From an optimization exercise on the open Yosys and OpenROAD flow, aimed at small area and a short achievable clock period; shortcuts taken in it are not production practice. Function was checked by simulation only, so behaviour that the tests miss may differ from the original.

## flow/design.v (module list and top-level ports; edited modules follow where they fit)
// module mult_unit: 31 lines
// module mult: 66 lines
// module mul33: 1689 lines
module mult_unit (
    input  logic        clock,
    input  logic        reset,
    input  logic        start,
    input  logic [31:0] rs1,
    input  logic [31:0] rs2,
    input  logic [2:0]  func,
    input  logic [5:0]  dest_tag_in,
    input  logic        cdb_taken,
    input  logic        branch_mispredict,
    output logic [5:0]  dest_tag_out,
    output logic [31:0] result,
    output logic        done,
    output logic        full
);
  // ...
==> flow/run.sh <==
#!/bin/bash
# synth_recipe.tcl (not shown) runs the flow's synth.tcl, then flattens the netlist and writes it again
# the make line also repeats each setting of config.mk as NAME=value (left out here)
make -C /OpenROAD-flow-scripts/flow DESIGN_CONFIG=/design/flow/config.mk WORK_HOME=/design/flow/orfs CLKGATE_MAP_FILE= SYNTH_SCRIPT=/design/flow/synth_recipe.tcl finish
==> flow/config.mk <==
export PLATFORM = sky130hd
export DESIGN_NAME = mult_unit
export DESIGN_NICKNAME = mult_unit
export VERILOG_FILES = /design/flow/design.v
export SDC_FILE = /design/flow/constraint.sdc
export NUM_CORES = 4
export LEC_CHECK = 0
export ABC_AREA = 1
export CAP_MARGIN = 20
export CORE_MARGIN = 2
export CORE_UTILIZATION = 40
export PLACE_DENSITY = 0.6
export SETUP_SLACK_MARGIN = 5
export SLEW_MARGIN = 20
==> flow/constraint.sdc <==
create_clock -name core_clock -period 9.5 [get_ports {clock}]
set_input_delay 1.9000 -clock core_clock [delete_from_list [all_inputs] [get_ports {clock}]]
set_output_delay 1.9000 -clock core_clock [all_outputs]
set_load 0.01 [all_outputs]
==> flow_metrics.py, run 1 <==
metrics = {
    "outcome": {
        "status": "complete, no violations",
    },
    "synthesis": {
        "synth_area_leader_cell": "fa_1",
        "yosysSeqAreaShare_pct": 17.4,
        "synth-compound-area-share_pct": 15.1,
        "synthesis.nets": 4481,
    },
    "cells_and_area": {
        "final_cell_mix": "inv_1 (578), xor2_1 (521), o22ai_1 (483)",
        "n_antenna_cell": 1,
    },
    "setup_path": {
        "path_buf_inv": 7,
        "crit_cells": 25,
        "path_max_fanout": 19,
    },
    "grt": {
        "grt_pass1_wl_um": 216000,
        "grt_max_degree": 59,
        "antenna_found_initial": 3,
        "gr-usage-met1_pct": 43.2,
        "grt.total_usage_pct": 35.7,
    },
    "floorplan": {
        "die_x_um": 290,
        "core_area_um2": 80700,
        "initial_utilization_pct": 40.5,
        "n_tap_cell": 1060,
    },
    "sta": {
        "holdWs_ns": 0.420,
        "period_needed_ns": 6.56,
        "maxSlewViolCount": 0,
        "worst_pin_slew_ns": 1.14,
    },
    "cts": {
        "tritoncts": "done",
        "cts_inserted_buffers": 17,
    },
    "detailed_routing": {
        "viasPerCell": 6.19,
    },
}
==> module mult, before the edit <==
module mult (
    input clock, reset, start,
    input DATA rs1, rs2,
    input MULT_FUNC func,
    input logic [6-1:0] dest_tag_in,
    input logic cdb_taken,
    input logic branch_mispredict,
    output logic [6-1:0] dest_tag_out,
    output DATA result,
    output logic done,
    output logic full
);
    logic [3:0] v, nv;
    logic [3:0] en;          
    logic [3:0] stay;        
    assign stay[3] = v[3];
    assign stay[2] = v[2] & v[3];
    assign stay[1] = v[1] & stay[2];
    assign stay[0] = v[0] & stay[1];
    assign en = {4{cdb_taken}} | ~stay;
    always_comb begin
        nv[0] = start | (~cdb_taken & stay[0]);
        nv[1] = v[0]  | (~cdb_taken & stay[1]);
        nv[2] = v[1]  | (~cdb_taken & stay[2]);
        nv[3] = v[2]  | (~cdb_taken & stay[3]);
    end
    assign full = ~cdb_taken & (start | stay[0]) & (v[0] | stay[1])
                & (v[1] | stay[2]) & (v[2] | v[3]);
    always_ff @(posedge clock) begin
        if (reset || branch_mispredict) v <= '0;
        else                            v <= nv;
    end
    assign done = v[3];
    logic [31:0] a, b;
    logic        sa, sb, hi;
    logic [6-1:0] tag0, tag1, tag2, tag3;
    logic [31:0] res1, res2, res3;
    always_ff @(posedge clock) begin
        if (en[0]) begin
            a    <= rs1;
            b    <= rs2;
            sa   <= rs1[31] & ((func == M_MUL) | (func == M_MULH) | (func == M_MULHSU));
            sb   <= rs2[31] & ((func == M_MUL) | (func == M_MULH));
            hi   <= (func != M_MUL);
            tag0 <= dest_tag_in;
        end
    end
    logic [63:0] prod;
    mul33 u_mul (.x({sa, a}), .y({sb, b}), .p(prod));
    always_ff @(posedge clock) begin
        if (en[1]) begin
            res1 <= hi ? prod[63:32] : prod[31:0];
            tag1 <= tag0;
        end
        if (en[2]) begin
            res2 <= res1;
            tag2 <= tag1;
        end
        if (en[3]) begin
            res3 <= res2;
            tag3 <= tag2;
        end
    end
    assign result = res3;
    assign dest_tag_out = tag3;
endmodule
==> run 2, diff against run 1 <==
--- a/flow/design.v
+++ b/flow/design.v
@@ -66,32 +66,46 @@
     end
     assign full = ~cdb_taken & (start | stay[0]) & (v[0] | stay[1])
                 & (v[1] | stay[2]) & (v[2] | v[3]);
     always_ff @(posedge clock) begin
         if (reset || branch_mispredict) v <= '0;
         else                            v <= nv;
     end
     assign done = v[3];
-    logic [31:0] a, b;
-    logic        sa, sb, hi;
+    logic [31:0] a;
+    logic        sa, hi;
+    logic [16:0] one, two, neg;
+    logic        sbi;
+    logic [34:0] yy;
+    logic [16:0] one_in, two_in, neg_in;
+    assign sbi = rs2[31] & ((func == M_MUL) | (func == M_MULH));
+    assign yy  = {sbi, sbi, rs2, 1'b0};
+    always_comb begin
+        for (int j = 0; j < 17; j++) begin
+            one_in[j] = yy[2*j+1] ^ yy[2*j];
+            two_in[j] = (yy[2*j+2] & ~yy[2*j+1] & ~yy[2*j]) | (~yy[2*j+2] & yy[2*j+1] & yy[2*j]);
+            neg_in[j] = yy[2*j+2];
+        end
+    end
     logic [6-1:0] tag0, tag1, tag2, tag3;
     logic [31:0] res1, res2, res3;
     always_ff @(posedge clock) begin
         if (en[0]) begin
             a    <= rs1;
-            b    <= rs2;
+            one  <= one_in;
+            two  <= two_in;
+            neg  <= neg_in;
             sa   <= rs1[31] & ((func == M_MUL) | (func == M_MULH) | (func == M_MULHSU));
-            sb   <= rs2[31] & ((func == M_MUL) | (func == M_MULH));
             hi   <= (func != M_MUL);
             tag0 <= dest_tag_in;
         end
     end
     logic [63:0] prod;
-    mul33 u_mul (.x({sa, a}), .y({sb, b}), .p(prod));
+    mul33 u_mul (.x({sa, a}), .one(one), .two(two), .neg(neg), .p(prod));
     always_ff @(posedge clock) begin
         if (en[1]) begin
             res1 <= hi ? prod[63:32] : prod[31:0];
             tag1 <= tag0;
         end
         if (en[2]) begin
             res2 <= res1;
             tag2 <= tag1;
@@ -99,70 +113,17 @@
         if (en[3]) begin
             res3 <= res2;
             tag3 <= tag2;
         end
     end
     assign result = res3;
     assign dest_tag_out = tag3;
 endmodule
-module mul33 (input [32:0] x, input [32:0] y, output [63:0] p);
-    wire [34:0] yy = {y[32], y, 1'b0};   
-    wire [16:0] one, two, neg;
-    assign one[0] = yy[1] ^ yy[0];
-    assign two[0] = (yy[2] & ~yy[1] & ~yy[0]) | (~yy[2] & yy[1] & yy[0]);
-    assign neg[0] = yy[2];
-    assign one[1] = yy[3] ^ yy[2];
-    assign two[1] = (yy[4] & ~yy[3] & ~yy[2]) | (~yy[4] & yy[3] & yy[2]);
-    assign neg[1] = yy[4];
-    assign one[2] = yy[5] ^ yy[4];
-    assign two[2] = (yy[6] & ~yy[5] & ~yy[4]) | (~yy[6] & yy[5] & yy[4]);
-    assign neg[2] = yy[6];
-    assign one[3] = yy[7] ^ yy[6];
-    assign two[3] = (yy[8] & ~yy[7] & ~yy[6]) | (~yy[8] & yy[7] & yy[6]);
-    assign neg[3] = yy[8];
-    assign one[4] = yy[9] ^ yy[8];
-    assign two[4] = (yy[10] & ~yy[9] & ~yy[8]) | (~yy[10] & yy[9] & yy[8]);
-    assign neg[4] = yy[10];
-    assign one[5] = yy[11] ^ yy[10];
-    assign two[5] = (yy[12] & ~yy[11] & ~yy[10]) | (~yy[12] & yy[11] & yy[10]);
-    assign neg[5] = yy[12];
-    assign one[6] = yy[13] ^ yy[12];
-    assign two[6] = (yy[14] & ~yy[13] & ~yy[12]) | (~yy[14] & yy[13] & yy[12]);
-    assign neg[6] = yy[14];
-    assign one[7] = yy[15] ^ yy[14];
-    assign two[7] = (yy[16] & ~yy[15] & ~yy[14]) | (~yy[16] & yy[15] & yy[14]);
-    assign neg[7] = yy[16];
-    assign one[8] = yy[17] ^ yy[16];
-    assign two[8] = (yy[18] & ~yy[17] & ~yy[16]) | (~yy[18] & yy[17] & yy[16]);
-    assign neg[8] = yy[18];
-    assign one[9] = yy[19] ^ yy[18];
-    assign two[9] = (yy[20] & ~yy[19] & ~yy[18]) | (~yy[20] & yy[19] & yy[18]);
-    assign neg[9] = yy[20];
-    assign one[10] = yy[21] ^ yy[20];
-    assign two[10] = (yy[22] & ~yy[21] & ~yy[20]) | (~yy[22] & yy[21] & yy[20]);
-    assign neg[10] = yy[22];
-    assign one[11] = yy[23] ^ yy[22];
-    assign two[11] = (yy[24] & ~yy[23] & ~yy[22]) | (~yy[24] & yy[23] & yy[22]);
-    assign neg[11] = yy[24];
-    assign one[12] = yy[25] ^ yy[24];
-    assign two[12] = (yy[26] & ~yy[25] & ~yy[24]) | (~yy[26] & yy[25] & yy[24]);
-    assign neg[12] = yy[26];
-    assign one[13] = yy[27] ^ yy[26];
-    assign two[13] = (yy[28] & ~yy[27] & ~yy[26]) | (~yy[28] & yy[27] & yy[26]);
-    assign neg[13] = yy[28];
-    assign one[14] = yy[29] ^ yy[28];
-    assign two[14] = (yy[30] & ~yy[29] & ~yy[28]) | (~yy[30] & yy[29] & yy[28]);
-    assign neg[14] = yy[30];
-    assign one[15] = yy[31] ^ yy[30];
-    assign two[15] = (yy[32] & ~yy[31] & ~yy[30]) | (~yy[32] & yy[31] & yy[30]);
-    assign neg[15] = yy[32];
-    assign one[16] = yy[33] ^ yy[32];
-    assign two[16] = (yy[34] & ~yy[33] & ~yy[32]) | (~yy[34] & yy[33] & yy[32]);
-    assign neg[16] = yy[34];
+module mul33 (input [32:0] x, input [16:0] one, input [16:0] two, input [16:0] neg, output [63:0] p);
     wire [34:0] xx = {x[32], x, 1'b0};   
     wire pp0_0 = ((one[0] & xx[1]) | (two[0] & xx[0])) ^ neg[0];
     wire pp0_1 = ((one[0] & xx[2]) | (two[0] & xx[1])) ^ neg[0];
     wire pp0_2 = ((one[0] & xx[3]) | (two[0] & xx[2])) ^ neg[0];
     wire pp0_3 = ((one[0] & xx[4]) | (two[0] & xx[3])) ^ neg[0];
     wire pp0_4 = ((one[0] & xx[5]) | (two[0] & xx[4])) ^ neg[0];
     wire pp0_5 = ((one[0] & xx[6]) | (two[0] & xx[5])) ^ neg[0];
     wire pp0_6 = ((one[0] & xx[7]) | (two[0] & xx[6])) ^ neg[0];
==> flow_metrics.py, run 2 <==
metrics = {
    "sta": {
        "setup_ws_ns": 3.42,
        "holdWs_ns": 0.414,
        "setup_viol_count_final": 0,
        "period_share_pct": 64.0,
        "rsz0062_at_grt": "true",
        "tns_ns": 0,
        "hold_viol": 0,
        "relSlewSlack_pct": 41.6,
        "period_needed_ns": 6.08,
        "worst_pin_slew_ns": 0.873,
        "maxSlewViolCount": 0,
        "skew_ns": 0.0203,
        "fmax_ghz": 0.164,
    },
    "detailed_routing": {
        "wire_per_inst_um": 27.9,
        "vias": 30800,
        "viasPerCell": 5.98,
        "firstDrtPassIters": 9,
        "finalWirelength_um": 144000,
        "drtIter0Drc": 4291,
        "drc": 0,
        "antenna_left": 0,
    },
    "synthesis": {
        "synthesis.nets": 4532,
        "synth_area_leader_cell": "fa_1",
        "ys_async_sr_fraction_pct": 0,
        "syn_avg_cell_area_um2": 8.73,
        "synth-compound-area-share_pct": 13.6,
        "synth_top_area_share_pct": 27.5,
        "yosysWarnings": 1,
        "synth-simple-area-share_pct": 8.78,
        "synth_xor_area_share_pct": 15.2,
        "synth_fa_ha_area_share_pct": 32.1,
        "synth.area.top_cells": "fa_1 (28%), edfxtp_1 (18%), xor2_1 (15%)",
        "synthesis.area_um2": 33800,
        "yosysMostFrequentCell": "inv_1",
        "synth_seq_cells": 208,
        "synth_cell_types": 51,
        "yosysSeqAreaShare_pct": 18.4,
        "synth_top_cells_by_count": "inv_1 (699), xor2_1 (580), o22ai_1 (512), fa_1 (464), nand2_1 (343)",
        "muxShareOfSynthArea_pct": 0.467,
        "synth-edff-count": 204,
        "synth-main-ff-cell": "edfxtp_1",
        "synthCells": 3865,
        "synth_top_family_by_area": "adder cells",
    },
    "cells_and_area": {
        "syn_to_final_growth_pct": 25.3,
        "finalNonFillerCells": 5154,
        "fin_nets": 4719,
        "ff_latch_area_um2": 6210,
        "n_fill_cell": 7681,
        "final_cell_mix": "inv_1 (593), xor2_1 (549), o22ai_1 (463)",
        "drive_gt1_share_pct": 23.8,
        "multiInputGateArea_um2": 26100,
        "final_common_cell": "inv_1",
    },
    "cts": {
        "ctsHoldBuffers": 0,
        "htreeDepth": 1,
        "cts_root_buf": "clkbuf_16",
        "tritoncts": "done",
        "clock_path_buffers": 3,
        "cts_inserted_buffers": 26,
        "insertion_delay_ns": 0.58,
        "cts.sinks": 208,
        "clk_pin_slew_worst_paths_ns": 0.06,
    },
    "hold_path": {
        "hold_path_class": "reg -> reg",
        "hold_depth": 0,
    },
    "grt": {
        "gr-total-overflow": 0,
        "grt_pass1_wl_um": 207000,
        "grt_max_degree": 55,
        "grt.total_usage_pct": 32.7,
        "antenna_found_initial": 1,
        "grt_pass1_vias": 30800,
    },
    "floorplan": {
        "die_x_um": 295,
        "initial_utilization_pct": 40.4,
        "core_area_um2": 83600,
        "dieArea_um2": 86700,
        "core.rowCount": 106,
        "pin_count": 118,
        "die_h_um": 295,
    },
    "run": {
        "cap_violations": 0,
    },
    "setup_path": {
        "worst-setup-path-type": "reg -> reg",
        "r2r_cells": 21,
        "cp-start-kind": "flip-flop",
        "crit_path_end_kind": "flip-flop",
        "path_max_fanout": 17,
        "crit_required_ns": 9.79,
        "crit_arrival_ns": 6.37,
    },
    "placement": {
        "gp_congestion": 0.991,
        "place_ws_ns": 2.35,
        "io_buffers": 117,
        "dp_cells": 4870,
        "post-dp-hpwl_um": 94900,
    },
    "outcome": {
        "status": "complete, no violations",
    },
}
## run 2: changes by cell type after synthesis, moves of 19 or more
| cell | before | now |
|---|---|---|
| inv_2 | 31 | 50 |
| nand2_1 | 368 | 343 |
| xor2_1 | 528 | 580 |
| o21ai_0 | 114 | 89 |
| inv_1 | 673 | 699 |
| buf_1 | 46 | 4 |
| o21ai_1 | 32 | 13 |
## run 2: area by class of cell
cell class                      count  share of cell area, %
Sequential cell                   208                   14.7
Clock inverter                     14                  0.269
Clock buffer                       34                   1.73
Antenna cell                        2                 0.0118
Tap cell                         1080                   3.19
Timing Repair Buffer              398                   9.88
Multi-Input combinational cell   2645                   61.7
Timing Repair inverter             20                  0.384
Inverter                          753                   8.18
## run 2: worst paths after layout
path,startpoint,to,slack [ns]
min reg2reg,u_mult.res2[24],u_mult.res3[24],0.41
max reg2reg,u_mult.a[1],u_mult.res1[21],3.42
min,u_mult.res2[24],u_mult.res3[24],0.41
max,u_mult.a[1],u_mult.res1[21],3.42
## run 2: logic make-up after synthesis
kind of cell               after synthesis
and+or+nand+nor                        693
buffers and inverters                 1012
adders and majority gates              589
muxes                                   14
DFF                                    208
AOI/OAI and AO/OA                      765
xor gates and xnor gates               584
## run 2: timing repair
item / in CTS / in global routing
setup endpoints to repair: 33 / 33
gates resized for setup: 565 / 187
pin swaps: 77 / 103
cloned: 28 / 2
buffers inserted: 168 / 35
## run 2: worst max-delay path, cell delays in order (launching register included)
cell	delay, ns
edfxtp_1	0.42
inv_1	0.12
buf_4	0.32
o22ai_2	0.17
xor2_2	0.24
fa_1	0.43
fa_1	0.42
fa_1	0.37
inv_1	0.08
fa_1	0.43
fa_2	0.62
inv_1	0.06
ha_1	0.31
ha_4	0.29
a21oi_1	0.22
o21ai_0	0.14
inv_1	0.09
o21ai_1	0.11
inv_1	0.07
nand2_1	0.14
o21ai_0	0.54
nand2_1	0.17
## run 2: routing by layer
metal	GRT usage, %	wire [um]
met1	40.4	51200
met2	48.9	59800
met3	12.0	20800
met4	19.2	11900
met5	1.08	126
## run 2: per-stage QoR
stage,utilization [%],instance area (um^2)
floorplan,-,35200
global placement,43.5,36400
detailed placement,43.5,36400
CTS,49.4,41200
global route,50.6,42300
finish,50.6,42300

-- re-timing with driven ports --
In the flow no input, the clock included, has a driving cell. The finished layouts below were timed again as built, in two steps. Step 1 (the two cells are an assumption about what drives the block):
set clk [get_ports {clock}]
set_driving_cell -lib_cell sky130_fd_sc_hd__clkbuf_16 $clk
set_driving_cell -lib_cell sky130_fd_sc_hd__buf_2 [delete_from_list [all_inputs] $clk]
Step 2, shift: input delay + t, output delay - t, t = (earliest + latest rising clock arrival at the registers) / 2. This alone moves slack from input paths to output paths. Three values: ideal ports, drivers, drivers and shift; two values: the first two.
run	t, ns	setup WS [ns]	worst hold slack (ns)	worst setup path at the end
run 1	0.575	2.940 / 2.940 / 2.940	0.420 / 0.420 / 0.420	register to register
run 2	0.644	3.416 / 3.416 / 3.416	0.414 / 0.414 / 0.414	register to register
After both steps every run listed still meets setup and hold.
